Context: an optimization exercise on an open-source flow, tuned for small area and a short achievable clock period. The choices shown serve that exercise and are no tape-out recipe. Only simulation tests tie the RTL to the original design; equivalence was not proved. Power and IR drop assume default switching activity.

$ cat flow/design.v
module full_adder(
	input logic x,y,z,
	output logic s,c);
	assign s = x ^ y ^ z;
	assign c = x&y | x&z | y&z;
endmodule 
module ADD_SUB(
	input logic [31:0] x,y,
	input logic c_in,
	output logic [31:0] s,
	output logic c_out
	);
	reg [30:0] tmp;
  full_adder bit_0(.x(x[0]), .y(y[0]^c_in), .z(c_in), .s(s[0]), .c(tmp[0]));
  full_adder bit_1(.x(x[1]), .y(y[1]^c_in), .z(tmp[0]), .s(s[1]), .c(tmp[1]));
  full_adder bit_2(.x(x[2]), .y(y[2]^c_in), .z(tmp[1]), .s(s[2]), .c(tmp[2]));
  full_adder bit_3(.x(x[3]), .y(y[3]^c_in), .z(tmp[2]), .s(s[3]), .c(tmp[3]));
  full_adder bit_4(.x(x[4]), .y(y[4]^c_in), .z(tmp[3]), .s(s[4]), .c(tmp[4]));
  full_adder bit_5(.x(x[5]), .y(y[5]^c_in), .z(tmp[4]), .s(s[5]), .c(tmp[5]));
  full_adder bit_6(.x(x[6]), .y(y[6]^c_in), .z(tmp[5]), .s(s[6]), .c(tmp[6]));
  full_adder bit_7(.x(x[7]), .y(y[7]^c_in), .z(tmp[6]), .s(s[7]), .c(tmp[7]));
  full_adder bit_8(.x(x[8]), .y(y[8]^c_in), .z(tmp[7]), .s(s[8]), .c(tmp[8]));
  full_adder bit_9(.x(x[9]), .y(y[9]^c_in), .z(tmp[8]), .s(s[9]), .c(tmp[9]));
  full_adder bit_10(.x(x[10]), .y(y[10]^c_in), .z(tmp[9]), .s(s[10]), .c(tmp[10]));
  full_adder bit_11(.x(x[11]), .y(y[11]^c_in), .z(tmp[10]), .s(s[11]), .c(tmp[11]));
  full_adder bit_12(.x(x[12]), .y(y[12]^c_in), .z(tmp[11]), .s(s[12]), .c(tmp[12]));
  full_adder bit_13(.x(x[13]), .y(y[13]^c_in), .z(tmp[12]), .s(s[13]), .c(tmp[13]));
  full_adder bit_14(.x(x[14]), .y(y[14]^c_in), .z(tmp[13]), .s(s[14]), .c(tmp[14]));
  full_adder bit_15(.x(x[15]), .y(y[15]^c_in), .z(tmp[14]), .s(s[15]), .c(tmp[15]));
  full_adder bit_16(.x(x[16]), .y(y[16]^c_in), .z(tmp[15]), .s(s[16]), .c(tmp[16]));
  full_adder bit_17(.x(x[17]), .y(y[17]^c_in), .z(tmp[16]), .s(s[17]), .c(tmp[17]));
  full_adder bit_18(.x(x[18]), .y(y[18]^c_in), .z(tmp[17]), .s(s[18]), .c(tmp[18]));
  full_adder bit_19(.x(x[19]), .y(y[19]^c_in), .z(tmp[18]), .s(s[19]), .c(tmp[19]));
  full_adder bit_20(.x(x[20]), .y(y[20]^c_in), .z(tmp[19]), .s(s[20]), .c(tmp[20]));
  full_adder bit_21(.x(x[21]), .y(y[21]^c_in), .z(tmp[20]), .s(s[21]), .c(tmp[21]));
  full_adder bit_22(.x(x[22]), .y(y[22]^c_in), .z(tmp[21]), .s(s[22]), .c(tmp[22]));
  full_adder bit_23(.x(x[23]), .y(y[23]^c_in), .z(tmp[22]), .s(s[23]), .c(tmp[23]));
  full_adder bit_24(.x(x[24]), .y(y[24]^c_in), .z(tmp[23]), .s(s[24]), .c(tmp[24]));
  full_adder bit_25(.x(x[25]), .y(y[25]^c_in), .z(tmp[24]), .s(s[25]), .c(tmp[25]));
  full_adder bit_26(.x(x[26]), .y(y[26]^c_in), .z(tmp[25]), .s(s[26]), .c(tmp[26]));
  full_adder bit_27(.x(x[27]), .y(y[27]^c_in), .z(tmp[26]), .s(s[27]), .c(tmp[27]));
  full_adder bit_28(.x(x[28]), .y(y[28]^c_in), .z(tmp[27]), .s(s[28]), .c(tmp[28]));
  full_adder bit_29(.x(x[29]), .y(y[29]^c_in), .z(tmp[28]), .s(s[29]), .c(tmp[29]));
  full_adder bit_30(.x(x[30]), .y(y[30]^c_in), .z(tmp[29]), .s(s[30]), .c(tmp[30]));
  full_adder bit_31(.x(x[31]), .y(y[31]^c_in), .z(tmp[30]), .s(s[31]), .c(c_out));
endmodule
module alu(
	input logic [31:0] i_op_a, i_op_b,
	input logic [3:0] i_alu_op,
	output logic [31:0] o_alu_data);
	parameter ADD  = 4'b0000;
	parameter SUB  = 4'b0001;
	parameter SLT  = 4'b0010;
	parameter SLTU = 4'b0011;
	parameter XOR  = 4'b0100;
	parameter OR   = 4'b0101;
	parameter AND  = 4'b0110;
	parameter SLL  = 4'b0111;
	parameter SRL  = 4'b1000;
	parameter SRA  = 4'b1001;
	parameter LUI  = 4'b1010;
	logic [31:0] add_result, sub_result;
	reg tmp0,tmp1;
	ADD_SUB dut(.x(i_op_a),.y(i_op_b),.c_in(1'b0),.s(add_result),.c_out(tmp0));
   ADD_SUB dut1(.x(i_op_a),.y(i_op_b),.c_in(1'b1),.s(sub_result),.c_out(tmp1));
		reg [31:0] check_slt;
		reg [31:0] slt_result;
	always @(*) begin
		if (~i_op_a[31] & i_op_b[31]) slt_result = 32'h0000_0000;  
		else if (i_op_a[31] & ~i_op_b[31]) slt_result = 32'h0000_0001; 
		else slt_result = {{31{1'b0}}, sub_result[31]};  
	end  
		logic [31:0] eq;
	   logic [31:0] eq_so_far;
	   logic [31:0] lt_i;
		logic [31:0] sltu_result;
	  assign eq = ~(i_op_a ^ i_op_b);  
	  assign eq_so_far[31] = 1'b1;
	  genvar i;
	  generate 
		 for (i = 30; i >= 0; i--) begin:step_1
			 assign eq_so_far[i] = eq[i+1] & eq_so_far[i+1];  
		 end
	  endgenerate
	  genvar j;
	  generate
		 for (j = 0; j <32; j++) begin:step_2
			 assign lt_i[j] = eq_so_far[j] & (~i_op_a[j] & i_op_b[j]);  
		 end
	  endgenerate
	  assign sltu_result = {31'b0,|lt_i[31:0]};
	function logic [31:0] sll_fc;
		input logic [31:0] r1;
		input logic [4:0] r2;
		logic [31:0] tmp0, tmp1, tmp2, tmp3, tmp4;
		begin
			tmp0 = (r2[0]==1'b1)?{r1[30:0], 1'b0}: r1;
		   tmp1 = (r2[1]==1'b1)?{tmp0[29:0], 2'b00}: tmp0;
		   tmp2 = (r2[2]==1'b1)?{tmp1[27:0], {4{1'b0}}}: tmp1;
		   tmp3 = (r2[3]==1'b1)?{tmp2[23:0], {8{1'b0}}}: tmp2;
		   sll_fc = (r2[4]==1'b1)?{tmp3[15:0], {16{1'b0}}}: tmp3;
		end
	endfunction
	function logic [31:0] srl_fc;
		input logic [31:0] r1;
		input logic [4:0] r2;
		logic [31:0] tmp0, tmp1, tmp2, tmp3, tmp4;
		begin
			tmp0 = (r2[0]==1'b1)?{1'b0, r1[31:1]}: r1;
		   tmp1 = (r2[1]==1'b1)?{2'b00, tmp0[31:2]}: tmp0;
		   tmp2 = (r2[2]==1'b1)?{{4{1'b0}}, tmp1[31:4]}: tmp1;
		   tmp3 = (r2[3]==1'b1)?{{8{1'b0}}, tmp2[31:8]}: tmp2;
		   srl_fc = (r2[4]==1'b1)?{{16{1'b0}}, tmp3[31:16]}: tmp3;
		end
	endfunction
	function logic [31:0] sra_fc;
		input logic [31:0] r1;
		input logic [4:0] r2;
		logic [31:0] tmp0, tmp1, tmp2, tmp3, tmp4;
		begin
			tmp0 = (r2[0]==1'b1)?{r1[31], r1[31:1]}: r1;
		   tmp1 = (r2[1]==1'b1)?{{2{tmp0[31]}}, tmp0[31:2]}: tmp0;
		   tmp2 = (r2[2]==1'b1)?{{4{tmp0[31]}}, tmp1[31:4]}: tmp1;
		   tmp3 = (r2[3]==1'b1)?{{8{tmp0[31]}}, tmp2[31:8]}: tmp2;
		   sra_fc = (r2[4]==1'b1)?{{16{tmp0[31]}}, tmp3[31:16]}: tmp3;
		end
	endfunction
	logic [31:0] lui_result;
	reg tmp3;
	ADD_SUB dut3(.x(32'h0000_0000), .y(i_op_b), .c_in(1'b0), .s(lui_result), .c_out(tmp3));
	always @(*) begin
		case (i_alu_op) 
			ADD:  o_alu_data = add_result;
			SUB:  o_alu_data = sub_result;
			SLT:  o_alu_data = slt_result;
			SLTU: o_alu_data = sltu_result;
			XOR:  o_alu_data = i_op_a ^ i_op_b;
			OR:   o_alu_data = i_op_a | i_op_b;
			AND:  o_alu_data = i_op_a & i_op_b;
			SLL:  o_alu_data = sll_fc(i_op_a, i_op_b[4:0]);
			SRL:  o_alu_data = srl_fc(i_op_a, i_op_b[4:0]);
			SRA:  o_alu_data = sra_fc(i_op_a, i_op_b[4:0]);
			LUI:  o_alu_data = lui_result;
			default: o_alu_data = 32'h0000_0000;
		endcase
   end
endmodule 
module brc(
	input logic [31:0] i_rs1_data,
	input logic [31:0] i_rs2_data,
	input logic i_br_un,
	output logic o_br_less,
	output logic o_br_equal);
	reg [31:0] tmp;
	assign tmp = ~(i_rs1_data ^ i_rs2_data);
	assign o_br_equal = &tmp;  
		logic [31:0] eq;
	   logic [31:0] eq_so_far;
	   logic [31:0] lt_i;
		logic [31:0] cltu_result;
	  assign eq = ~(i_rs1_data ^ i_rs2_data);  
	  assign eq_so_far[31] = 1'b1;
	  genvar i;
	  generate 
		 for (i = 30; i >= 0; i--) begin:step_1
			 assign eq_so_far[i] = eq[i+1] & eq_so_far[i+1];  
		 end
	  endgenerate
	  genvar j;
	  generate
		 for (j = 0; j <32; j++) begin:step_2
			 assign lt_i[j] = eq_so_far[j] & (~i_rs1_data[j] & i_rs2_data[j]);  
		 end
	  endgenerate
	  assign cltu_result = |lt_i[31:0];
   reg [31:0] sub_result;
	reg [31:0] clt_result;	
	reg tmp0;
	ADD_SUB dut(.x(i_rs1_data),.y(i_rs2_data),.c_in(1'b1),.s(sub_result),.c_out(tmp0));
	always @(*) begin
		if (~i_rs1_data[31] & i_rs2_data[31]) clt_result = 32'h0000_0000;  
		else if (i_rs1_data[31] & ~i_rs2_data[31]) clt_result = 32'h0000_0001; 
		else clt_result = sub_result[31];  
	end  
	assign o_br_less = (i_br_un)? clt_result : cltu_result;  
endmodule 
module regfile(
	input logic i_clk, i_reset, i_rd_wren,
	input logic [4:0] i_rs1_addr, i_rs2_addr, i_rd_addr,
	input logic [31:0] i_rd_data,
	output logic [31:0] o_rs1_data, o_rs2_data);
	reg [31:0] reg31_0 [31:0];
	reg check_rd_addr;
	always @(posedge i_clk or posedge i_reset) begin
		if (i_reset) begin
			for (int i = 0; i < 32; i++) begin
				reg31_0[i] <= 32'h0000_0000;
			end
		end else if (i_rd_wren) begin
			if (i_rd_addr == 5'b0000_0) reg31_0[i_rd_addr] <= 32'h0000_0000;
			else reg31_0[i_rd_addr] <= i_rd_data;
		end else begin
		end
	end
	assign o_rs1_data = reg31_0[i_rs1_addr];
	assign o_rs2_data = reg31_0[i_rs2_addr];
endmodule
module imm_gen(
    input logic [2:0] i_immsel,
    input logic [31:0] i_inst,
    output logic [31:0] o_imm
);
    parameter I_type = 3'b000;
    parameter S_type = 3'b001;
    parameter B_type = 3'b010;
    parameter J_type = 3'b011;
    always @(*) begin
        case (i_immsel)
            I_type: begin
                o_imm[0]      = i_inst[20];
                o_imm[4:1]    = i_inst[24:21];
                o_imm[10:5]   = i_inst[30:25];
                o_imm[11]     = i_inst[31];
                o_imm[19:12]  = {8{i_inst[31]}};
                o_imm[31:20]  = {12{i_inst[31]}};
            end
            S_type: begin
                o_imm[0]      = i_inst[7];
                o_imm[4:1]    = i_inst[11:8];
                o_imm[10:5]   = i_inst[30:25];
                o_imm[11]     = i_inst[31];
                o_imm[19:12]  = {8{i_inst[31]}};
                o_imm[31:20]  = {12{i_inst[31]}};
            end
            B_type: begin
                o_imm[0]      = 1'b0;
                o_imm[4:1]    = i_inst[11:8];
                o_imm[10:5]   = i_inst[30:25];
                o_imm[11]     = i_inst[7];
                o_imm[19:12]  = {8{i_inst[31]}};
                o_imm[31:20]  = {12{i_inst[31]}};
            end
            J_type: begin
                o_imm[0]      = 1'b0;
                o_imm[4:1]    = i_inst[24:21];
                o_imm[10:5]   = i_inst[30:25];
                o_imm[11]     = i_inst[20];
                o_imm[19:12]  = i_inst[19:12];
                o_imm[31:20]  = {12{i_inst[31]}};
            end
            default: begin  
                o_imm[0]      = 1'b0;
                o_imm[4:1]    = 4'b0000;
                o_imm[10:5]   = 6'b0000_00;
                o_imm[11]     = 1'b0;
                o_imm[19:12]  = i_inst[19:12];
                o_imm[31:20]  = i_inst[31:20];
            end
        endcase
    end
endmodule
module control_unit(
	input logic [31:0] i_inst,
	input logic i_BrEq, i_BrLT,
	output logic o_PCSel,o_RegWEn, o_BrUn, o_Bsel, o_Asel, o_MemRW, o_insn_vld,
	output logic [2:0] o_ImmSel,
	output logic [1:0] o_WBSel,
	output logic [3:0] o_ALUSel,
	output logic [2:0] o_lsu_sel);
	parameter add_sub = 3'b000;
	parameter sll = 3'b001;
	parameter slt = 3'b010;
	parameter sltu = 3'b011;
	parameter xorr = 3'b100;
	parameter srl_sra = 3'b101;
	parameter orr = 3'b110;
	parameter andd = 3'b111;
	always @(*) begin
		if (i_inst[6:0] == 7'b0110_011) begin  
			o_insn_vld = 1'b0;
			if (i_inst[31:25] == 7'b0000_000) begin  
				{o_PCSel, o_ImmSel, o_RegWEn, o_BrUn, o_Bsel, o_Asel, o_MemRW, o_WBSel} = {1'b0, 3'bxxx, 1'b1, 1'bx, 1'b0,1'b0, 1'b0, 2'b01};
				o_lsu_sel = 3'bxxx;
				case (i_inst[14:12])  
					add_sub: begin
									o_ALUSel = 4'b0000;	 
									o_insn_vld = 1'b1;
								end
					sll:		begin 
									o_ALUSel = 4'b0111;
									o_insn_vld = 1'b1;
								end
					slt: 		begin
									o_ALUSel = 4'b0010;
									o_insn_vld = 1'b1;
								end
					sltu: 	begin 
									o_ALUSel = 4'b0011;
									o_insn_vld = 1'b1;
								end
					xorr: 	begin 
									o_ALUSel = 4'b0100;
									o_insn_vld = 1'b1;
								end
					srl_sra:	begin
									o_ALUSel = 4'b1000;  
									o_insn_vld = 1'b1;
								end
					orr: 		begin 
									o_ALUSel = 4'b0101;
									o_insn_vld = 1'b1;
								end
					default:	begin
									o_ALUSel = 4'b0110;  
									o_insn_vld = 1'b0;
								end
				endcase
			end else if (i_inst[31:25] == 7'b0100_000) begin  
				{o_PCSel, o_ImmSel, o_RegWEn, o_BrUn, o_Bsel, o_Asel, o_MemRW, o_WBSel} = {1'b0, 3'bxxx, 1'b1, 1'bx, 1'b0,1'b0, 1'b0, 2'b01};
				 o_lsu_sel = 3'bxxx;
				 case (i_inst[14:12])
					add_sub: begin
									o_ALUSel = 4'b0001;	 
									o_insn_vld = 1'b1;
								end
					srl_sra:	begin
									o_ALUSel = 4'b1001;  
									o_insn_vld = 1'b1;
								end
					default:	begin
                                                        o_insn_vld = 1'b0;
				{o_PCSel, o_ImmSel, o_RegWEn, o_BrUn, o_Bsel, o_Asel, o_MemRW, o_WBSel} = {1'b0, 3'b000, 1'b0, 1'b0, 1'b0,1'b0, 1'b0, 2'b00};
							o_lsu_sel = 3'bxxx;
							o_ALUSel = 4'b1111;  
								end
				 endcase
			end else begin
				o_insn_vld = 1'b0;
				{o_PCSel, o_ImmSel, o_RegWEn, o_BrUn, o_Bsel, o_Asel, o_MemRW, o_WBSel} = {1'b0, 3'b000, 1'b0, 1'b0, 1'b0,1'b0, 1'b0, 2'b00};
				o_lsu_sel = 3'bxxx;
				o_ALUSel = 4'b1111;  
			end
end else if (i_inst[6:0] == 7'b001_0011) begin  
    o_insn_vld = 1'b1;
    if (i_inst[31:25] == 7'b0000_000) begin  
        if (i_inst[14:12] == sll) begin  
            {o_PCSel, o_ImmSel, o_RegWEn, o_BrUn, o_Bsel, o_Asel, o_MemRW, o_WBSel} = {1'b0, 3'b000, 1'b1, 1'bx, 1'b1, 1'b0, 1'b0, 2'b01};
            o_lsu_sel = 3'bxxx;
            o_ALUSel = 4'b0111;
        end else if (i_inst[14:12] == srl_sra) begin
            {o_PCSel, o_ImmSel, o_RegWEn, o_BrUn, o_Bsel, o_Asel, o_MemRW, o_WBSel} = {1'b0, 3'b000, 1'b1, 1'bx, 1'b1, 1'b0, 1'b0, 2'b01};
            o_lsu_sel = 3'bxxx;
            o_ALUSel = 4'b1000;  
        end else begin
            {o_PCSel, o_ImmSel, o_RegWEn, o_BrUn, o_Bsel, o_Asel, o_MemRW, o_WBSel} = {1'b0, 3'b000, 1'b1, 1'bx, 1'b1, 1'b0, 1'b0, 2'b01};
            o_lsu_sel = 3'bxxx;
            case (i_inst[14:12])
                add_sub: o_ALUSel = 4'b0000;  
                slt:     o_ALUSel = 4'b0010;  
                sltu:    o_ALUSel = 4'b0011;  
                xorr:    o_ALUSel = 4'b0100;  
                orr:     o_ALUSel = 4'b0101;  
                andd:    o_ALUSel = 4'b0110;  
                default: begin
                    o_insn_vld = 1'b0;
                    {o_PCSel, o_ImmSel, o_RegWEn, o_BrUn, o_Bsel, o_Asel, o_MemRW, o_WBSel} = {1'b0, 3'b000, 1'b0, 1'b0, 1'b0,1'b0, 1'b0, 2'b00};
                    o_ALUSel = 4'b0000;
                end
            endcase
        end
    end else if (i_inst[31:25] == 7'b0100_000) begin
        if (i_inst[14:12] == srl_sra) begin
            {o_PCSel, o_ImmSel, o_RegWEn, o_BrUn, o_Bsel, o_Asel, o_MemRW, o_WBSel} = {1'b0, 3'b000, 1'b1, 1'bx, 1'b1, 1'b0, 1'b0, 2'b01};
            o_lsu_sel = 3'bxxx;
            o_ALUSel = 4'b1001;  
        end else begin
            {o_PCSel, o_ImmSel, o_RegWEn, o_BrUn, o_Bsel, o_Asel, o_MemRW, o_WBSel} = {1'b0, 3'b000, 1'b1, 1'bx, 1'b1, 1'b0, 1'b0, 2'b01};
            o_lsu_sel = 3'bxxx;
            case (i_inst[14:12])
                add_sub: o_ALUSel = 4'b0000;
                slt:     o_ALUSel = 4'b0010;
                sltu:    o_ALUSel = 4'b0011;
                xorr:    o_ALUSel = 4'b0100;
                orr:     o_ALUSel = 4'b0101;
                andd:    o_ALUSel = 4'b0110;
                default: begin
                    o_insn_vld = 1'b0;
                    {o_PCSel, o_ImmSel, o_RegWEn, o_BrUn, o_Bsel, o_Asel, o_MemRW, o_WBSel} = {1'b0, 3'b000, 1'b0, 1'b0, 1'b0,1'b0, 1'b0, 2'b00};
                    o_lsu_sel = 3'bxxx;
                    o_ALUSel = 4'b0000;
                end
            endcase
        end
    end else begin
        {o_PCSel, o_ImmSel, o_RegWEn, o_BrUn, o_Bsel, o_Asel, o_MemRW, o_WBSel} = {1'b0, 3'b000, 1'b1, 1'bx, 1'b1, 1'b0, 1'b0, 2'b01};
        o_lsu_sel = 3'bxxx;
        case (i_inst[14:12])
            add_sub: o_ALUSel = 4'b0000;
            slt:     o_ALUSel = 4'b0010;
            sltu:    o_ALUSel = 4'b0011;
            xorr:    o_ALUSel = 4'b0100;
            orr:     o_ALUSel = 4'b0101;
            andd:    o_ALUSel = 4'b0110;
            default: begin
                o_insn_vld = 1'b0;
                {o_PCSel, o_ImmSel, o_RegWEn, o_BrUn, o_Bsel, o_Asel, o_MemRW, o_WBSel} = {1'b0, 3'b000, 1'b0, 1'b0, 1'b0,1'b0, 1'b0, 2'b00};
                o_lsu_sel = 3'bxxx;
                o_ALUSel = 4'b0000;
            end
        endcase
    end		 
		end else if(i_inst[6:0] == 7'b0000_011) begin
			o_insn_vld = 1'b1;
			{o_PCSel, o_ImmSel, o_RegWEn, o_BrUn, o_Bsel, o_Asel, o_MemRW, o_WBSel} = {1'b0, 3'b000, 1'b1, 1'bx, 1'b1,1'b0, 1'b0, 2'b00};
         o_ALUSel = 4'b0000;
			case(i_inst[14:12]) 
				3'b000: o_lsu_sel = 3'b010;  
				3'b001: o_lsu_sel = 3'b100;  
				3'b010: o_lsu_sel = 3'b000;  
				3'b100: o_lsu_sel = 3'b011;  
				3'b101: o_lsu_sel = 3'b101;  
				default: begin
					o_insn_vld = 1'b0;
                			{o_PCSel, o_ImmSel, o_RegWEn, o_BrUn, o_Bsel, o_Asel, o_MemRW, o_WBSel} = {1'b0, 3'b000, 1'b0, 1'b0, 1'b0,1'b0, 1'b0, 2'b00};
                			o_lsu_sel = 3'bxxx;
                			o_ALUSel = 4'b0000;
					end
			endcase
		end else if (i_inst[6:0] == 7'b0100_011) begin
			{o_PCSel, o_ImmSel, o_RegWEn, o_BrUn, o_Bsel, o_Asel, o_MemRW, o_WBSel} = {1'b0, 3'b001, 1'b0, 1'bx, 1'b1,1'b0, 1'b1, 2'bxx};
         o_ALUSel = 4'b0000;
			o_insn_vld = 1'b1;
			case(i_inst[14:12]) 
				3'b000: o_lsu_sel = 3'b110;  
				3'b001: o_lsu_sel = 3'b111;  
				3'b010: o_lsu_sel = 3'b001;  
				default: begin
					o_insn_vld = 1'b0;
                			{o_PCSel, o_ImmSel, o_RegWEn, o_BrUn, o_Bsel, o_Asel, o_MemRW, o_WBSel} = {1'b0, 3'b000, 1'b0, 1'b0, 1'b0,1'b0, 1'b0, 2'b00};
                			o_lsu_sel = 3'bxxx;
                			o_ALUSel = 4'b0000;
					end
			endcase
		end else if (i_inst[6:0] == 7'b1100_011) begin  
			{o_ALUSel, o_ImmSel, o_RegWEn,o_BrUn, o_Bsel, o_Asel, o_MemRW, o_WBSel} = {3'b000, 3'b010, 1'b0,1'b1, 1'b1,1'b1, 1'b0, 2'bxx};
			o_lsu_sel = 3'bxxx;
			case (i_inst[14:12])
				3'b000: begin	 
					o_insn_vld = 1'b1;
					if (i_BrEq) o_PCSel = 1'b1;
					else o_PCSel = 1'b0;
				end
				3'b001: begin  
					o_insn_vld = 1'b1;
					if (~i_BrEq) o_PCSel = 1'b1;
					else o_PCSel = 1'b0;
				end
				3'b100: begin  
					o_insn_vld = 1'b1;
					if (i_BrLT) o_PCSel = 1'b1;
					else o_PCSel = 1'b0;
				end
				3'b101: begin  
					o_insn_vld = 1'b1;
					if (~i_BrLT) o_PCSel = 1'b1;
					else o_PCSel = 1'b0;
				end
				3'b110: begin  
					o_insn_vld = 1'b1;
					o_BrUn = 1'b0;
					if (i_BrLT) o_PCSel = 1'b1;
					else o_PCSel = 1'b0;
				end
				3'b111: begin  
					o_insn_vld = 1'b1;
					o_BrUn = 1'b0;
					if (~i_BrLT) o_PCSel = 1'b1;
					else o_PCSel = 1'b0;
				end
				default: begin
					o_insn_vld = 1'b0;
					{o_PCSel, o_ImmSel, o_RegWEn, o_BrUn, o_Bsel, o_Asel, o_MemRW, o_WBSel} = {1'b0, 3'b000, 1'b0, 1'b0, 1'b0,1'b0, 1'b0, 2'b00};
					o_lsu_sel = 3'bxxx;
					o_ALUSel = 4'b1111;  
				end
			endcase
		end else if (i_inst[6:0] == 7'b1101_111) begin  
			o_insn_vld = 1'b1;
			o_lsu_sel = 3'bxxx;
			{o_PCSel, o_ImmSel, o_RegWEn, o_BrUn, o_Bsel, o_Asel, o_ALUSel, o_MemRW, o_WBSel} = {1'b1, 3'b011, 1'b1, 1'bx, 1'b1, 1'b1, 4'b0000, 1'b0, 2'b10};
		end else if (i_inst[6:0] == 7'b0110_111) begin 
			o_lsu_sel = 3'bxxx;
			o_insn_vld = 1'b1;
			{o_PCSel, o_ImmSel, o_RegWEn, o_BrUn, o_Bsel, o_Asel, o_ALUSel, o_MemRW, o_WBSel} = {1'b0, 3'b111, 1'b1, 1'bx, 1'b1, 1'bx, 4'b1010, 1'b0, 2'b01};
		end else if (i_inst[6:0] == 7'b0010_111) begin 
			o_insn_vld = 1'b1;
			o_lsu_sel = 3'bxxx;
			{o_PCSel, o_ImmSel, o_RegWEn, o_BrUn, o_Bsel, o_Asel, o_ALUSel, o_MemRW, o_WBSel} = {1'b0, 3'b111, 1'b1, 1'bx, 1'b1, 1'b1, 4'b0000, 1'b0, 2'b01};
		end else if (i_inst[6:0] == 7'b1100_111) begin 
			o_lsu_sel = 3'bxxx;
			if (i_inst[14:12] == 3'b000) begin
				o_insn_vld = 1'b1;
				{o_PCSel, o_ImmSel, o_RegWEn, o_BrUn, o_Bsel, o_Asel, o_ALUSel, o_MemRW, o_WBSel} = {1'b1, 3'b000, 1'b1, 1'bx, 1'b1, 1'b0, 4'b0000, 1'b0, 2'b10};
			end else begin
				o_insn_vld = 1'b0;
				{o_PCSel, o_ImmSel, o_RegWEn, o_BrUn, o_Bsel, o_Asel, o_MemRW, o_WBSel} = {1'b0, 3'b000, 1'b0, 1'b0, 1'b0,1'b0, 1'b0, 2'b00};
				o_ALUSel = 4'b1111;  
			end
		end else begin
			o_insn_vld = 1'b0;
			o_lsu_sel = 3'bxxx;
			{o_PCSel, o_ImmSel, o_RegWEn, o_BrUn, o_Bsel, o_Asel, o_MemRW, o_WBSel} = {1'b0, 3'b000, 1'b0, 1'b0, 1'b0,1'b0, 1'b0, 2'b00};
			o_ALUSel = 4'b1111;  
		end
	end
endmodule
module lsu (
    input  logic        i_clk, i_reset, i_lsu_wren,
    input  logic [31:0] i_lsu_addr, i_st_data, i_io_sw,
    input  logic [2:0]  i_type,
    output logic [31:0] o_ld_data, o_io_ledr, o_io_ledg, o_io_lcd,
    output logic [6:0]  o_io_hex0, o_io_hex1, o_io_hex2, o_io_hex3,
    output logic [6:0]  o_io_hex4, o_io_hex5, o_io_hex6, o_io_hex7
);
    logic [31:0] mem [0:63];
    logic [31:0] ledr_buffer;
    logic [31:0] ledg_buffer;
    logic [31:0] l7seg30_buffer;
    logic [31:0] l7seg74_buffer;
    logic [31:0] lcd_buffer;
    logic [31:0] swt_buffer;
    parameter LW  = 3'b000;
    parameter SW  = 3'b001;
    parameter LB  = 3'b010;
    parameter LBU = 3'b011;
    parameter LH  = 3'b100;
    parameter LHU = 3'b101;
    parameter SB  = 3'b110;
    parameter SH  = 3'b111;
    always @(posedge i_clk) begin
        if (i_reset) begin
            ledr_buffer    <= 32'h0000_0000;
            ledg_buffer    <= 32'h0000_0000;
            l7seg30_buffer <= 32'h0000_0000;
            l7seg74_buffer <= 32'h0000_0000;
            lcd_buffer     <= 32'h0000_0000;
        end else if (i_lsu_wren) begin
            if (i_lsu_addr[31:15] == 17'b0000_0000_0000_0000_0) begin
                case (i_type) 
                    SW: mem[i_lsu_addr[7:2]] <= i_st_data;
                    SB: begin
                        case(i_lsu_addr[1:0])
                            2'b00: mem[i_lsu_addr[7:2]][7:0]   <= i_st_data[7:0];
                            2'b01: mem[i_lsu_addr[7:2]][15:8]  <= i_st_data[7:0];
                            2'b10: mem[i_lsu_addr[7:2]][23:16] <= i_st_data[7:0];
                            2'b11: mem[i_lsu_addr[7:2]][31:24] <= i_st_data[7:0];
                        endcase
                    end
                    SH: begin
                        case(i_lsu_addr[1])
                            1'b0: mem[i_lsu_addr[7:2]][15:0]  <= i_st_data[15:0];
                            1'b1: mem[i_lsu_addr[7:2]][31:16] <= i_st_data[15:0];
                        endcase
                    end
                endcase
            end else if (i_lsu_addr[31:12] == 20'b0001_0000_0000_0000_0000) begin
                case (i_type) 
                    SW: ledr_buffer <= i_st_data;
                    SB: begin
                        case(i_lsu_addr[1:0])
                            2'b00: ledr_buffer[7:0]   <= i_st_data[7:0];
                            2'b01: ledr_buffer[15:8]  <= i_st_data[7:0];
                            2'b10: ledr_buffer[23:16] <= i_st_data[7:0];
                            2'b11: ledr_buffer[31:24] <= i_st_data[7:0];
                        endcase
                    end
                    SH: begin
                        case(i_lsu_addr[1])
                            1'b0: ledr_buffer[15:0]  <= i_st_data[15:0];
                            1'b1: ledr_buffer[31:16] <= i_st_data[15:0];
                        endcase
                    end
                endcase
            end else if (i_lsu_addr[31:12] == 20'h1000_1) begin
                case (i_type) 
                    SW: ledg_buffer <= i_st_data;
                    SB: begin
                        case(i_lsu_addr[1:0])
                            2'b00: ledg_buffer[7:0]   <= i_st_data[7:0];
                            2'b01: ledg_buffer[15:8]  <= i_st_data[7:0];
                            2'b10: ledg_buffer[23:16] <= i_st_data[7:0];
                            2'b11: ledg_buffer[31:24] <= i_st_data[7:0];
                        endcase
                    end
                    SH: begin
                        case(i_lsu_addr[1])
                            1'b0: ledg_buffer[15:0]  <= i_st_data[15:0];
                            1'b1: ledg_buffer[31:16] <= i_st_data[15:0];
                        endcase
                    end
                endcase
            end else if (i_lsu_addr[31:12] == 20'h1000_2) begin
                case (i_type) 
                    SW: l7seg30_buffer <= i_st_data;
                    SB: begin
                        case(i_lsu_addr[1:0])
                            2'b00: l7seg30_buffer[6:0]   <= i_st_data[6:0];  
                            2'b01: l7seg30_buffer[14:8]  <= i_st_data[6:0];  
                            2'b10: l7seg30_buffer[22:16] <= i_st_data[6:0];  
                            2'b11: l7seg30_buffer[30:24] <= i_st_data[6:0];  
                        endcase
                    end
                    SH: begin
                        case(i_lsu_addr[1])
                            1'b0: l7seg30_buffer[14:0]  <= i_st_data[14:0];  
                            1'b1: l7seg30_buffer[30:16] <= i_st_data[14:0];  
                        endcase
                    end
                endcase
            end else if (i_lsu_addr[31:12] == 20'h1000_3) begin
                case (i_type) 
                    SW: l7seg74_buffer <= i_st_data;
                    SB: begin
                        case(i_lsu_addr[1:0])
                            2'b00: l7seg74_buffer[6:0]   <= i_st_data[6:0];  
                            2'b01: l7seg74_buffer[14:8]  <= i_st_data[6:0];  
                            2'b10: l7seg74_buffer[22:16] <= i_st_data[6:0];  
                            2'b11: l7seg74_buffer[30:24] <= i_st_data[6:0];  
                        endcase
                    end
                    SH: begin
                        case(i_lsu_addr[1])
                            1'b0: l7seg74_buffer[14:0]  <= i_st_data[14:0];  
                            1'b1: l7seg74_buffer[30:16] <= i_st_data[14:0];  
                        endcase
                    end
                endcase
            end else if (i_lsu_addr[31:12] == 20'h1000_4) begin
                case (i_type) 
                    SW: lcd_buffer <= i_st_data;
                    SB: begin
                        case(i_lsu_addr[1:0])
                            2'b00: lcd_buffer[7:0]   <= i_st_data[7:0];  
                        endcase
                    end
                    SH: begin
                        case(i_lsu_addr[1])
                            1'b0: lcd_buffer[15:0] <= i_st_data[15:0];  
                        endcase
                    end
                endcase
            end
        end
    end
    always @(posedge i_clk or posedge i_reset) begin
        if (i_reset) swt_buffer <= 32'h0000_0000;
        else swt_buffer <= i_io_sw;
    end
    always @(*) begin
        o_ld_data = 32'h0000_0000;
        if (i_reset) begin
            o_ld_data = 32'h0000_0000;
        end else begin
            if (i_lsu_addr[31:15] == 17'b0000_0000_0000_0000_0) begin
                case(i_type) 
                    LW:  o_ld_data = mem[i_lsu_addr[7:2]];
                    LB:  begin
                        case (i_lsu_addr[1:0])
                            2'b00: o_ld_data = {{24{mem[i_lsu_addr[7:2]][7]}},  mem[i_lsu_addr[7:2]][7:0]};
                            2'b01: o_ld_data = {{24{mem[i_lsu_addr[7:2]][15]}}, mem[i_lsu_addr[7:2]][15:8]};
                            2'b10: o_ld_data = {{24{mem[i_lsu_addr[7:2]][23]}}, mem[i_lsu_addr[7:2]][23:16]};
                            2'b11: o_ld_data = {{24{mem[i_lsu_addr[7:2]][31]}}, mem[i_lsu_addr[7:2]][31:24]};
                        endcase
                    end
                    LBU: begin
                        case (i_lsu_addr[1:0])
                            2'b00: o_ld_data = {24'b0, mem[i_lsu_addr[7:2]][7:0]};
                            2'b01: o_ld_data = {24'b0, mem[i_lsu_addr[7:2]][15:8]};
                            2'b10: o_ld_data = {24'b0, mem[i_lsu_addr[7:2]][23:16]};
                            2'b11: o_ld_data = {24'b0, mem[i_lsu_addr[7:2]][31:24]};
                        endcase
                    end
                    LH:  begin
                        case (i_lsu_addr[1])
                            1'b0: o_ld_data = {{16{mem[i_lsu_addr[7:2]][15]}}, mem[i_lsu_addr[7:2]][15:0]};
                            1'b1: o_ld_data = {{16{mem[i_lsu_addr[7:2]][31]}}, mem[i_lsu_addr[7:2]][31:16]};
                        endcase
                    end
                    LHU: begin
                        case (i_lsu_addr[1])
                            1'b0: o_ld_data = {16'b0, mem[i_lsu_addr[7:2]][15:0]};
                            1'b1: o_ld_data = {16'b0, mem[i_lsu_addr[7:2]][31:16]};
                        endcase
                    end
                    default: o_ld_data = mem[i_lsu_addr[7:2]];  
                endcase
            end else if (i_lsu_addr[31:12] == 20'b0001_0000_0000_0000_0000) begin
                case(i_type) 
                    LW:  o_ld_data = ledr_buffer;
                    LB:  begin
                        case (i_lsu_addr[1:0])
                            2'b00: o_ld_data = {{24{ledr_buffer[7]}},  ledr_buffer[7:0]};
                            2'b01: o_ld_data = {{24{ledr_buffer[15]}}, ledr_buffer[15:8]};
                            2'b10: o_ld_data = {{24{ledr_buffer[23]}}, ledr_buffer[23:16]};
                            2'b11: o_ld_data = {{24{ledr_buffer[31]}}, ledr_buffer[31:24]};
                        endcase
                    end
                    LBU: begin
                        case (i_lsu_addr[1:0])
                            2'b00: o_ld_data = {24'b0, ledr_buffer[7:0]};
                            2'b01: o_ld_data = {24'b0, ledr_buffer[15:8]};
                            2'b10: o_ld_data = {24'b0, ledr_buffer[23:16]};
                            2'b11: o_ld_data = {24'b0, ledr_buffer[31:24]};
                        endcase
                    end
                    LH:  begin
                        case (i_lsu_addr[1])
                            1'b0: o_ld_data = {{16{ledr_buffer[15]}}, ledr_buffer[15:0]};
                            1'b1: o_ld_data = {{16{ledr_buffer[31]}}, ledr_buffer[31:16]};
                        endcase
                    end
                    LHU: begin
                        case (i_lsu_addr[1])
                            1'b0: o_ld_data = {16'b0, ledr_buffer[15:0]};
                            1'b1: o_ld_data = {16'b0, ledr_buffer[31:16]};
                        endcase
                    end
                    default: o_ld_data = ledr_buffer;  
                endcase
            end else if (i_lsu_addr[31:12] == 20'h1000_1) begin
                case(i_type) 
                    LW:  o_ld_data = ledg_buffer;
                    LB:  begin
                        case (i_lsu_addr[1:0])
                            2'b00: o_ld_data = {{24{ledg_buffer[7]}},  ledg_buffer[7:0]};
                            2'b01: o_ld_data = {{24{ledg_buffer[15]}}, ledg_buffer[15:8]};
                            2'b10: o_ld_data = {{24{ledg_buffer[23]}}, ledg_buffer[23:16]};
                            2'b11: o_ld_data = {{24{ledg_buffer[31]}}, ledg_buffer[31:24]};
                        endcase
                    end
                    LBU: begin
                        case (i_lsu_addr[1:0])
                            2'b00: o_ld_data = {24'b0, ledg_buffer[7:0]};
                            2'b01: o_ld_data = {24'b0, ledg_buffer[15:8]};
                            2'b10: o_ld_data = {24'b0, ledg_buffer[23:16]};
                            2'b11: o_ld_data = {24'b0, ledg_buffer[31:24]};
                        endcase
                    end
                    LH:  begin
                        case (i_lsu_addr[1])
                            1'b0: o_ld_data = {{16{ledg_buffer[15]}}, ledg_buffer[15:0]};
                            1'b1: o_ld_data = {{16{ledg_buffer[31]}}, ledg_buffer[31:16]};
                        endcase
                    end
                    LHU: begin
                        case (i_lsu_addr[1])
                            1'b0: o_ld_data = {16'b0, ledg_buffer[15:0]};
                            1'b1: o_ld_data = {16'b0, ledg_buffer[31:16]};
                        endcase
                    end
                    default: o_ld_data = ledg_buffer;  
                endcase
            end else if (i_lsu_addr[31:12] == 20'h1000_2) begin
                case(i_type) 
                    LW:  o_ld_data = l7seg30_buffer;
                    LB:  begin
                        case (i_lsu_addr[1:0])
                            2'b00: o_ld_data = {{24{l7seg30_buffer[6]}},  l7seg30_buffer[6:0]};
                            2'b01: o_ld_data = {{24{l7seg30_buffer[14]}}, l7seg30_buffer[14:8]};
                            2'b10: o_ld_data = {{24{l7seg30_buffer[22]}}, l7seg30_buffer[22:16]};
                            2'b11: o_ld_data = {{24{l7seg30_buffer[30]}}, l7seg30_buffer[30:24]};
                        endcase
                    end
                    LBU: begin
                        case (i_lsu_addr[1:0])
                            2'b00: o_ld_data = {24'b0, l7seg30_buffer[6:0]};
                            2'b01: o_ld_data = {24'b0, l7seg30_buffer[14:8]};
                            2'b10: o_ld_data = {24'b0, l7seg30_buffer[22:16]};
                            2'b11: o_ld_data = {24'b0, l7seg30_buffer[30:24]};
                        endcase
                    end
                    LH:  begin
                        case (i_lsu_addr[1])
                            1'b0: o_ld_data = {{16{l7seg30_buffer[14]}}, l7seg30_buffer[14:0]};
                            1'b1: o_ld_data = {{16{l7seg30_buffer[30]}}, l7seg30_buffer[30:16]};
                        endcase
                    end
                    LHU: begin
                        case (i_lsu_addr[1])
                            1'b0: o_ld_data = {16'b0, l7seg30_buffer[14:0]};
                            1'b1: o_ld_data = {16'b0, l7seg30_buffer[30:16]};
                        endcase
                    end
                    default: o_ld_data = l7seg30_buffer;  
                endcase
            end else if (i_lsu_addr[31:12] == 20'h1000_3) begin
                case(i_type) 
                    LW:  o_ld_data = l7seg74_buffer;
                    LB:  begin
                        case (i_lsu_addr[1:0])
                            2'b00: o_ld_data = {{24{l7seg74_buffer[6]}},  l7seg74_buffer[6:0]};
                            2'b01: o_ld_data = {{24{l7seg74_buffer[14]}}, l7seg74_buffer[14:8]};
                            2'b10: o_ld_data = {{24{l7seg74_buffer[22]}}, l7seg74_buffer[22:16]};
                            2'b11: o_ld_data = {{24{l7seg74_buffer[30]}}, l7seg74_buffer[30:24]};
                        endcase
                    end
                    LBU: begin
                        case (i_lsu_addr[1:0])
                            2'b00: o_ld_data = {24'b0, l7seg74_buffer[6:0]};
                            2'b01: o_ld_data = {24'b0, l7seg74_buffer[14:8]};
                            2'b10: o_ld_data = {24'b0, l7seg74_buffer[22:16]};
                            2'b11: o_ld_data = {24'b0, l7seg74_buffer[30:24]};
                        endcase
                    end
                    LH:  begin
                        case (i_lsu_addr[1])
                            1'b0: o_ld_data = {{16{l7seg74_buffer[14]}}, l7seg74_buffer[14:0]};
                            1'b1: o_ld_data = {{16{l7seg74_buffer[30]}}, l7seg74_buffer[30:16]};
                        endcase
                    end
                    LHU: begin
                        case (i_lsu_addr[1])
                            1'b0: o_ld_data = {16'b0, l7seg74_buffer[14:0]};
                            1'b1: o_ld_data = {16'b0, l7seg74_buffer[30:16]};
                        endcase
                    end
                    default: o_ld_data = l7seg74_buffer;  
                endcase
            end else if (i_lsu_addr[31:12] == 20'h1000_4) begin
                case(i_type) 
                    LW:  o_ld_data = lcd_buffer;
                    LB:  begin
                        case (i_lsu_addr[1:0])
                            2'b00: o_ld_data = {{24{lcd_buffer[7]}},  lcd_buffer[7:0]};
                            2'b01: o_ld_data = {{24{lcd_buffer[15]}}, lcd_buffer[15:8]};
                            2'b10: o_ld_data = {{24{lcd_buffer[23]}}, lcd_buffer[23:16]};
                            2'b11: o_ld_data = {{24{lcd_buffer[31]}}, lcd_buffer[31:24]};
                        endcase
                    end
                    LBU: begin
                        case (i_lsu_addr[1:0])
                            2'b00: o_ld_data = {24'b0, lcd_buffer[7:0]};
                            2'b01: o_ld_data = {24'b0, lcd_buffer[15:8]};
                            2'b10: o_ld_data = {24'b0, lcd_buffer[23:16]};
                            2'b11: o_ld_data = {24'b0, lcd_buffer[31:24]};
                        endcase
                    end
                    LH:  begin
                        case (i_lsu_addr[1])
                            1'b0: o_ld_data = {{16{lcd_buffer[15]}}, lcd_buffer[15:0]};
                            1'b1: o_ld_data = {{16{lcd_buffer[31]}}, lcd_buffer[31:16]};
                        endcase
                    end
                    LHU: begin
                        case (i_lsu_addr[1])
                            1'b0: o_ld_data = {16'b0, lcd_buffer[15:0]};
                            1'b1: o_ld_data = {16'b0, lcd_buffer[31:16]};
                        endcase
                    end
                    default: o_ld_data = lcd_buffer;  
                endcase
            end else if (i_lsu_addr[31:12] == 20'h1001_0) begin
                o_ld_data = swt_buffer;
            end 
        end
    end
    assign o_io_ledr = ledr_buffer;
    assign o_io_ledg = ledg_buffer;
    assign o_io_lcd  = lcd_buffer;
    assign o_io_hex0 = l7seg30_buffer[6:0];
    assign o_io_hex1 = l7seg30_buffer[14:8];
    assign o_io_hex2 = l7seg30_buffer[22:16];
    assign o_io_hex3 = l7seg30_buffer[30:24];
    assign o_io_hex4 = l7seg74_buffer[6:0];
    assign o_io_hex5 = l7seg74_buffer[14:8];
    assign o_io_hex6 = l7seg74_buffer[22:16];
    assign o_io_hex7 = l7seg74_buffer[30:24];
endmodule
module singlecycle (
    input  logic        i_clk, i_reset,
    input  logic [31:0] i_io_sw,
    input  logic [31:0] i_instr,
    output logic [31:0] o_pc_debug,
    output logic [31:0] o_io_ledr,
    output logic [31:0] o_io_ledg,
    output logic [31:0] o_io_lcd,
    output logic [31:0] o_io_hex0, o_io_hex1, o_io_hex2, o_io_hex3,
    output logic [31:0] o_io_hex4, o_io_hex5, o_io_hex6, o_io_hex7
);
    logic [31:0] pc, pc_next, pc_four;
    logic jalr;
    logic [31:0] instr;
    logic PCSel, RegWEn, BrUn, Bsel, Asel, MemRW, insn_vld;
    logic [2:0] ImmSel, lsu_sel;
    logic [1:0] WBSel;
    logic [3:0] ALUSel;
    logic BrEq, BrLT;
    logic [31:0] rs1_data, rs2_data, wb_data;
    logic [31:0] imm;
    logic [31:0] alu_op_a, alu_op_b, alu_data;
    logic [31:0] ld_data;
    assign pc_four = pc + 32'h0000_0004;
    assign pc_next = (PCSel == 1'b1) ? {alu_data[31:1], alu_data[0] & ~jalr} : pc_four;
    assign jalr = (instr[6:0] == 7'b1100111);
    always_ff @(posedge i_clk or posedge i_reset) begin
        if (i_reset) begin
            pc <= 32'h0000_0000;
        end else begin
            pc <= pc_next;
        end
    end
    assign o_pc_debug = pc;
    assign instr = i_reset ? 32'h0000_0000 : i_instr;
    control_unit ctrl (
        .i_inst(instr),
        .i_BrEq(BrEq),
        .i_BrLT(BrLT),
        .o_PCSel(PCSel),
        .o_RegWEn(RegWEn),
        .o_BrUn(BrUn),
        .o_Bsel(Bsel),
        .o_Asel(Asel),
        .o_MemRW(MemRW),
        .o_insn_vld(insn_vld),
        .o_ImmSel(ImmSel),
        .o_WBSel(WBSel),
        .o_ALUSel(ALUSel),
        .o_lsu_sel(lsu_sel)
    );
    regfile regfile_inst (
        .i_clk(i_clk),
        .i_reset(i_reset),
        .i_rs1_addr(instr[19:15]),
        .i_rs2_addr(instr[24:20]),
        .i_rd_addr(instr[11:7]),
        .i_rd_data(wb_data),
        .i_rd_wren(RegWEn),
        .o_rs1_data(rs1_data),
        .o_rs2_data(rs2_data)
    );
    imm_gen imm_gen_inst (
        .i_immsel(ImmSel),
        .i_inst(instr),
        .o_imm(imm)
    );
    brc brc_inst (
        .i_rs1_data(rs1_data),
        .i_rs2_data(rs2_data),
        .i_br_un(BrUn),
        .o_br_less(BrLT),
        .o_br_equal(BrEq)
    );
    assign alu_op_a = Asel ? pc : rs1_data;
    assign alu_op_b = Bsel ? imm : rs2_data;
    alu alu_inst (
        .i_op_a(alu_op_a),
        .i_op_b(alu_op_b),
        .i_alu_op(ALUSel),
        .o_alu_data(alu_data)
    );
    lsu lsu_inst (
        .i_clk(i_clk),
        .i_reset(i_reset),
        .i_lsu_wren(MemRW),
        .i_lsu_addr(alu_data),
        .i_st_data(rs2_data),
        .i_io_sw(i_io_sw),
        .i_type(lsu_sel),
        .o_ld_data(ld_data),
        .o_io_ledr(o_io_ledr),
        .o_io_ledg(o_io_ledg),
        .o_io_lcd(o_io_lcd),
        .o_io_hex0(o_io_hex0[6:0]),
        .o_io_hex1(o_io_hex1[6:0]),
        .o_io_hex2(o_io_hex2[6:0]),
        .o_io_hex3(o_io_hex3[6:0]),
        .o_io_hex4(o_io_hex4[6:0]),
        .o_io_hex5(o_io_hex5[6:0]),
        .o_io_hex6(o_io_hex6[6:0]),
        .o_io_hex7(o_io_hex7[6:0])
    );
    assign o_io_hex0[31:7] = 25'b0;
    assign o_io_hex1[31:7] = 25'b0;
    assign o_io_hex2[31:7] = 25'b0;
    assign o_io_hex3[31:7] = 25'b0;
    assign o_io_hex4[31:7] = 25'b0;
    assign o_io_hex5[31:7] = 25'b0;
    assign o_io_hex6[31:7] = 25'b0;
    assign o_io_hex7[31:7] = 25'b0;
    always_comb begin
        case (WBSel)
            2'b00: wb_data = ld_data;   
            2'b01: wb_data = alu_data;  
            2'b10: wb_data = pc_four;   
            default: wb_data = 32'h0000_0000;
        endcase
    end
endmodule
$ cat flow/run.sh
#!/bin/bash
# synth_recipe.tcl (not shown) runs the flow's synth.tcl, then flattens the netlist and writes it again
# the make line also repeats each setting of config.mk as NAME=value (left out here)
make -C /OpenROAD-flow-scripts/flow DESIGN_CONFIG=/design/flow/config.mk WORK_HOME=/design/flow/orfs CLKGATE_MAP_FILE= SYNTH_SCRIPT=/design/flow/synth_recipe.tcl finish
$ cat flow/config.mk
export PLATFORM = sky130hd
export DESIGN_NAME = singlecycle
export DESIGN_NICKNAME = singlecycle
export VERILOG_FILES = /design/flow/design.v
export SDC_FILE = /design/flow/constraint.sdc
export NUM_CORES = 8
export LEC_CHECK = 0
export CAP_MARGIN = 20
export CORE_MARGIN = 2
export CORE_UTILIZATION = 30
export PLACE_DENSITY = 0.5
export SLEW_MARGIN = 20
$ cat flow/constraint.sdc
create_clock -name core_clock -period 30.0 [get_ports {i_clk}]
set_input_delay 6.0000 -clock core_clock [delete_from_list [all_inputs] [get_ports {i_clk}]]
set_output_delay 6.0000 -clock core_clock [all_outputs]
set_load 0.01 [all_outputs]
==> results.txt <==
critical path capture point type=register; final hold viol count=0; Mapped Area=roughly 160,000 um2; path depth of the worst reg2reg path=58; YS warnings=9; reg2reg end=regfile_inst.reg31_0[12][15]; fin. max-slew vios=0; Port Buffers=~250; most frequent cells in the layout=edfxtp_1, nand2_1, dfrtp_1, nor2_1, buf_4; worst hold endpoint=lsu_inst.l7seg74_buffer[15]; Post-synth EDFFs=around 2,000; crit-path most repeated cell=fa_1; remaining global-route overflow=0; final setup fails=0; post-synth cell types=roughly 150; CP required=roughly 30,000 ps; pre-CTS WS=roughly 350 ps; worst vdd ir=between 40 and 50 uV; routed wire length per instance=39.4 um; Hold-fix buffers, CTS=0; Hold WS=between 400 and 500 ps; pin count of the biggest net entering global routing=175; height of the chip=about 740 um; CP top delay family=adder cells; NumNets Final=roughly 15,000; Worst Tran Pin Value=roughly 1300 ps; MaxCap Viol Count=0; commonest non-fill, non-tap cell in the layout=edfxtp_1; Core ar.=536,000 um2; area of the multi-input gates=~64,000 um2; Comb pwr share=4.2%; Area Growth Syn to Fin=16.3%; Worst Path Max Fanout=16; unrepaired setup endpoints after global routing=false; CTS buffer count=about 360; met3 usage=roughly a tenth; vias in the first global route=around 130k; all-layer global routing usage=31.4%; Clock Latency Late Sink=roughly 1100 ps; Synth top area share=between 30% and 40%; filler cell count=about 54,000; worst setup margin=1140 ps; reg2reg start=regfile_inst.reg31_0[15][0]; initial antenna violation count=96; Internal Dissipation=7.53 mW; relative slew slack=roughly 11%; Clk pwr share=around 47%; drt first-iter violations=between 20,000 and 25,000; sw power=about 2.4 mW; clk root buf=clkbuf_16; Reg area=91,100 um2; GPL Wtd Cong=between 1 and 1.5; status=finished clean; net switching fraction of the power=roughly a quarter; Starting Density=between 30% and 40%; crit path DAT=just under 30,000 ps; CP bufs+invs=11; minimum clock period=between 20,000 and 30,000 ps; Worst-path clk slew=60 ps; Leakage=roughly 73 nW; sequential area share after synthesis=roughly 57%; Hold Path Depth=2; Setup Skew=roughly 76 ps; # DRC=0; cts repair resizes=0; clock sink count=between 3,000 and 4,000; slowest CP cell=a221oi_4; Die Wd=~740 um; Seq cells post-synth=3,264; Avg Cell Area, Syn=around 11 um2; row count=approximately 270; Async S/R FF share, synth=around 32%; worst reg-to-reg setup slack=between 7000 and 8000 ps; Crit path largest cell delay=990 ps; period utilization=about 96%; Total Wirelength=approximately 890 mm; power density over the cells=around 53 nW/um2; Routed Antenna Nets=0; post-layout util=between 30% and 40%; maximum clock rate=approximately 35 MHz; HP Class=register to register; H-tree depth=5; routed via count=around 140k; share of cells above drive strength 1=around 15%; Vias per Instance=6.26; Clock Tree Buf Depth=4; DIE AREA=~540,000 um2; CTS tree=done; Post-synth top flop=edfxtp_1; GR peak layer=met2; dominant cells by area after synthesis=edfxtp_1, dfrtp_1, and3_1; Synth area leader=edfxtp_1; drt first pass iters=8; I/O pin cnt=450; DP HPWL=a little under 600 mm; CP Class=primary input to register; post-CTS setup buffer count=0; Worst Setup Start Kind=primary input; sequential power share=slightly below 50%; first-pass GRT wire length=around 1200 mm; hold wc startpoint=lsu_inst.l7seg74_buffer[15]; cell count after synthesis=approximately 15,000; met1 Use GR=40.0%; met2 usage=45.9%; setup tns final=0 ps
## power groups by stage
| stage | clock network (mW) | logic, mW | registers (mW) |
|---|---|---|---|
| after floorplan | 0 | 0.217 | 4.89 |
| after global placement | 0 | 0.399 | 4.92 |
| after detailed placement | 0 | 0.399 | 4.92 |
| after CTS | 4.67 | 0.400 | 4.83 |
| after global routing | 4.84 | 0.428 | 4.82 |
| final | 4.64 | 0.419 | 4.83 |
## flip-flops by register name, indices dropped and copies added, names as in the netlist
register and flops:
lsu_inst.swt_buffer 32, lsu_inst.l7seg74_buffer 32, lsu_inst.mem 2048, regfile_inst.reg31_0 992, pc 32, lsu_inst.l7seg30_buffer 32, lsu_inst.ledr_buffer 32, lsu_inst.lcd_buffer 32
lsu_inst.ledg_buffer 32
## stage by stage
| step | instances | instance area, um2 | power, mW |
|---|---|---|---|
| 2_1_floorplan | 14800 | 162000 | 5.10 |
| 3_3_place_gp | 21800 | 175000 | 5.32 |
| 3_5_place_dp | 21800 | 175000 | 5.32 |
| 4_1_cts | 22400 | 187000 | 9.89 |
| 5_1_grt | 22400 | 187000 | 10.1 |
| 6_report | 22500 | 187000 | 9.89 |
## routing by layer
metal	part of all wire [%]	routed length, um	vias up
li1	-	-	56200
met1	38	339000	71600
met2	42	375000	10300
met3	12	102000	2681
met4	8.0	70600	70
met5	0.071	632	-
## synth_stat cells, types with 165 or more instances
cell	instances
edfxtp_1	2048
nand2_1	1315
nor2_1	1134
dfrtp_1	1056
and3_1	793
clkbuf_1	710
a21oi_1	698
o21ai_0	653
nand3_1	474
nor3_1	425
a22oi_1	389
o22ai_1	370
buf_4	361
mux2_2	337
buf_2	316
mux2i_1	275
o21ai_1	257
a2111oi_0	246
a211oi_1	206
inv_1	195
ha_1	165
## how the worst max path moves through the flow
| stage | start | end | slack (ps) | depth (start not counted) |
|---|---|---|---|---|
| final | i_instr[24] | regfile_inst.reg31_0[12][15] | 1140 | 62 |
| after global routing | i_instr[24] | regfile_inst.reg31_0[29][15] | 620 | 62 |
| after CTS | i_instr[24] | regfile_inst.reg31_0[29][15] | 1370 | 62 |
| after detailed placement | i_instr[24] | regfile_inst.reg31_0[12][15] | 350 | 62 |
| after global placement | i_instr[24] | regfile_inst.reg31_0[12][15] | 580 | 62 |
| after floorplan | i_instr[22] | lsu_inst.mem[0][24] | 2400 | 60 |
## worst register-to-register path, delay by kind of cell, from the launching register on
| family | cells | cell delay, ps |
|---|---|---|
| fa+ha+maj | 32 | 14180 |
| compound gates | 10 | 4480 |
| simple gates | 9 | 2490 |
| buf+inv | 7 | 1000 |
| flops | 1 | 420 |
## cell families after synthesis
group,count (synthesis),synth area share (%)
flip-flops,3264,56.5
AND/OR/NAND/NOR,4751,14.4
multiplexers,633,4.31
XOR/XNOR,32,0.174
adder cells (fa/ha/maj),227,2.05
buffers and inverters,1700,5.38
AO/OA/AOI/OAI,4040,17.2
other,1,0.00233
## final cells by class
| type | instances | area share [%] |
|---|---|---|
| sequential | 3264 | 48.6 |
| tap | 7181 | 4.80 |
| antenna | 79 | 0.106 |
| multi-input combinational | 9883 | 34.2 |
| clock inverter | 196 | 1.16 |
| clock buffer | 459 | 5.23 |
| timing repair buffer | 1238 | 5.48 |
| inverter | 205 | 0.416 |

[what the ideal ports hide]
How much do the figures lean on ideal ports? The routed layout below was timed once more, with nothing changed but the port constraints.
Step 1: set_driving_cell puts a clkbuf_16 on i_clk and a buf_2 on each other input, an assumption about the parent block.
Step 2 moves the port delays by t, midway between the first and last clock arrival at a register: inputs arrive t later, outputs are due t later. That takes back most of the time a late clock gives input paths.
a / b / c = ideal ports / drivers / drivers and shift; a / b = the first two.
shift t [ns]: 1.153
slack for setup (ns): 1.138 / 1.165 / 0.012
worst slew at a driven data input, ns: 0.32
pins driven straight from the clock port: 1
After both steps this run still meets setup and hold. For this run, drivers alone change the setup slack by +0.027 ns; drivers and shift together by -1.126 ns.
